This design comes from an exercise in tuning for a short achievable clock period and few clock cycles on the open sky130 flow, not from production work. RTL that was checked went through simulation tests only; none was proved equivalent to the original. The clock port is modelled as an ideal driver; clocking choices that lean on that would not hold on a real chip.

## CPU
module CPU(clk,
            rst_n,
            wen_D,
            addr_D,
            wdata_D,
            rdata_D,
            addr_I,
            rdata_I);
    input         clk, rst_n ;
    output        wen_D  ;
    output [31:0] addr_D ;
    output [31:0] wdata_D;
    input  [31:0] rdata_D;
    output [31:0] addr_I ;
    input  [31:0] rdata_I;
    localparam [31:0] RESET_PC = 32'h00010000;
    reg  [31:0] pc_f;         
    reg         x_v;
    reg  [4:0]  x_rd;
    reg         x_wr;         
    reg         x_ld, x_st, x_br, x_jalr, x_jrok, x_mul, x_div, x_rem, x_pop;
    reg         x_jlong;      
    reg  [31:0] x_pc;
    reg  [2:0]  x_f3;
    reg         x_pred;       
    reg  [3:0]  x_rdc;        
    reg  [31:0] x_alt;        
    reg  [31:0] x_imm;
    reg  [31:0] x_pass;       
    reg  [31:0] x_rf1, x_rf2;
    reg  [5:0]  x_fa;         
    reg  [5:0]  x_fs;         
    reg  [4:0]  x_fam, x_fsm;   
    reg  [4:0]  x_fad, x_fsd;   
    reg  [4:0]  x_fab, x_fsb;   
    reg         x_issum;      
    reg         x_useimm;
    reg  [5:0]  x_fb;         
    reg  [5:0]  x_op;         
    reg         m_wr;
    reg  [4:0]  m_rd;
    reg         m_ld, m_mul;
    reg  [31:0] m_sum;        
    reg  [31:0] m_oth;        
    reg         m_issum;
    reg         m_jr;         
    reg  [31:0] m_jrt;
  ...
Size: roughly 17,000 cells after synthesis, about 1,900 flip-flops, roughly 0.15 mm² of cells after synthesis.
clock: 12.0 ns
lec_check: 0
abc_clock_period_in_ps: 3500
cap_margin: 20
core_margin: 2
core_utilization: 30
slew_margin: 20
standard.sh (not shown) runs the stock make flow with config.mk's settings and CLKGATE_MAP_FILE= SYNTH_SCRIPT=/design/flow/synth_recipe.tcl, a recipe that flattens the netlist after the stock synthesis.
==> flow/flow/run.sh <==
#!/bin/bash
# The standard layout (standard.sh, with its synthesis unchanged). The resizer's setup
# repair after clock tree synthesis is done in steps (stepped.tcl, through ORFS's PRE_CTS_TCL
# hook) so that it works towards a shorter period than the design's; the other repairs ask
# for the margin in flow/margin.txt. make's output goes to flow_make.log; ORFS keeps each
# step's log under orfs/logs.
set -euo pipefail
MARGIN=$(cat flow/margin.txt)
HOOK=$(pwd)/flow/stepped.tcl
bash standard.sh SETUP_SLACK_MARGIN=$MARGIN PRE_CTS_TCL=$HOOK finish > flow_make.log 2>&1
==> flow/flow/margin.txt <==
7.8
==> flow/flow/stepped.tcl <==
# Sourced through ORFS's PRE_CTS_TCL and PRE_GLOBAL_ROUTE_TCL hooks: replaces the repair step the
# stage then runs (repair_timing_helper). A first pass asks for a margin far above reach
# (big_margin), which improves every endpoint but stalls on the worst one; then the setup margin
# is raised in steps from just above the worst slack reached, until the steps stop gaining.
# Hold is repaired last, keeping the setup slack reached.
set ::big_margin 8.2
proc repair_timing_helper { args } {
  repair_timing -setup -setup_margin $::big_margin -repair_tns 100 -match_cell_footprint
  puts [format "stepped repair: margin %.2f -> worst slack %.3f" $::big_margin [sta::worst_slack -max]]
  set ws [sta::worst_slack -max]
  set m [expr {$ws + 0.05}]
  set idle 0
  for {set i 0} {$i < 60 && $idle < 3} {incr i} {
    repair_timing -setup -setup_margin $m -repair_tns 100 -match_cell_footprint
    set now [sta::worst_slack -max]
    puts [format "stepped repair: margin %.2f -> worst slack %.3f" $m $now]
    if {$now < $ws + 0.01} { incr idle } else { set idle 0 }
    if {$now > $ws} { set ws $now }
    set m [expr {$ws + 0.1}]
  }
  repair_timing -hold -setup_margin [expr {$ws - 0.05}] -hold_margin 0 -match_cell_footprint
  puts [format "stepped repair: after hold repair worst slack %.3f, hold %.3f" [sta::worst_slack -max] [sta::worst_slack -min]]
}
The starting point ran to the end with no violations.
Testbench counts at the start, summed over its fixed seeds: cycles 58,583.
==> next run, changes <==
==> flow/flow/run.sh (replaced) <==
#!/bin/bash
set -euo pipefail
MARGIN=$(cat flow/margin.txt)
bash standard.sh SETUP_SLACK_MARGIN=$MARGIN finish > flow_make.log 2>&1
removed: flow/flow/stepped.tcl
After rerunning:
- The changed run went through all stages and came out clean
- fmax rises by 0.82%
- setup slack gains 0.038 ns
- wire length went down by 4.6%
- worst hold slack hardly moves
- cell area falls by 4.4%
- global-route usage goes down by 2.3 points
- non-clock buffer count fell by 422

========
CPU, a different RTL version from the one above (not shown whole).
Size: ~160 I/O pins.
make LEC_CHECK=0 ABC_CLOCK_PERIOD_IN_PS=3000 CAP_MARGIN=20 CORE_MARGIN=2 CORE_UTILIZATION=40 SETUP_SLACK_MARGIN=5 SLEW_MARGIN=20 finish   # period 12.0 ns
run.sh (not shown) runs the stock make flow with config.mk's settings and CLKGATE_MAP_FILE= SYNTH_SCRIPT=/design/flow/synth_recipe.tcl, a recipe that flattens the netlist after the stock synthesis.
Stock flow here: none of the scripts above is used.
The baseline finished with timing, DRC and antenna clean.
Change:
==> flow/flow/run.sh (new file) <==
#!/bin/bash
set -euo pipefail
MARGIN=$(cat flow/margin.txt)
bash standard.sh SETUP_SLACK_MARGIN=$MARGIN finish > flow_make.log 2>&1
==> flow/flow/margin.txt (new file) <==
8.3
==> flow/standard.sh (new file) <==
#!/bin/bash
# synth_recipe.tcl (not shown) runs the flow's synth.tcl, then flattens the netlist and writes it again
# the make line also repeats each setting of config.mk as NAME=value (left out here)
make -C /OpenROAD-flow-scripts/flow DESIGN_CONFIG=/design/flow/config.mk WORK_HOME=/design/flow/orfs CLKGATE_MAP_FILE= SYNTH_SCRIPT=/design/flow/synth_recipe.tcl "${@:-finish}"
--- a/flow/config.mk
+++ b/flow/config.mk
@@ -8 +8 @@
-export ABC_CLOCK_PERIOD_IN_PS = 3000
+export ABC_CLOCK_PERIOD_IN_PS = 3500
@@ -12 +11,0 @@
-export SETUP_SLACK_MARGIN = 5
removed: flow/run.sh
=>
- fmax rose by 17%
- sequential share of layout area goes down by 4.1 points
- first-iteration DRC count went up by about 24%
No run of this note included a check of the RTL's function; only the layout flow was run.

static timing again, ports no longer ideal:
Ports are ideal in the flow. The routed layouts listed here were re-timed in OpenROAD.
Step 1 sets driving cells, clkbuf_16 on the clock port and buf_2 on the other inputs (assumed; they add their load-dependent delay and slew).
Step 2 times the ports against the registers' clock, not the clock port: input delays grow and output delays shrink by t, the midpoint of the rising clock arrivals with the driver on.
Slacks: ideal ports / drivers / drivers and shift; pairs: ideal ports / drivers.
run	t (ns)	setup WS [ns]	worst hold slack (ns)	latest minus earliest clock arrival (ns)	cell pins on the clock port's net
the first run of note 1	1.142	7.301 / 7.301 / 6.343	0.469 / 0.469 / 0.469	0.154 / 0.154	1
the second run of note 1	1.128	7.339 / 7.348 / 6.299	0.469 / 0.469 / 0.469	0.115 / 0.115	1
the first run of note 2	0.962	5.141 / 5.141 / 5.141	0.414 / 0.414 / 0.414	0.138 / 0.137	1
the second run of note 2	0.978	6.143 / 6.143 / 6.143	0.391 / 0.391 / 0.391	0.120 / 0.120	1
After both steps setup and hold are still met in every run listed. For the second run of note 1, which loses most, drivers alone change the setup slack by +0.009 ns; drivers and shift together by -1.040 ns.
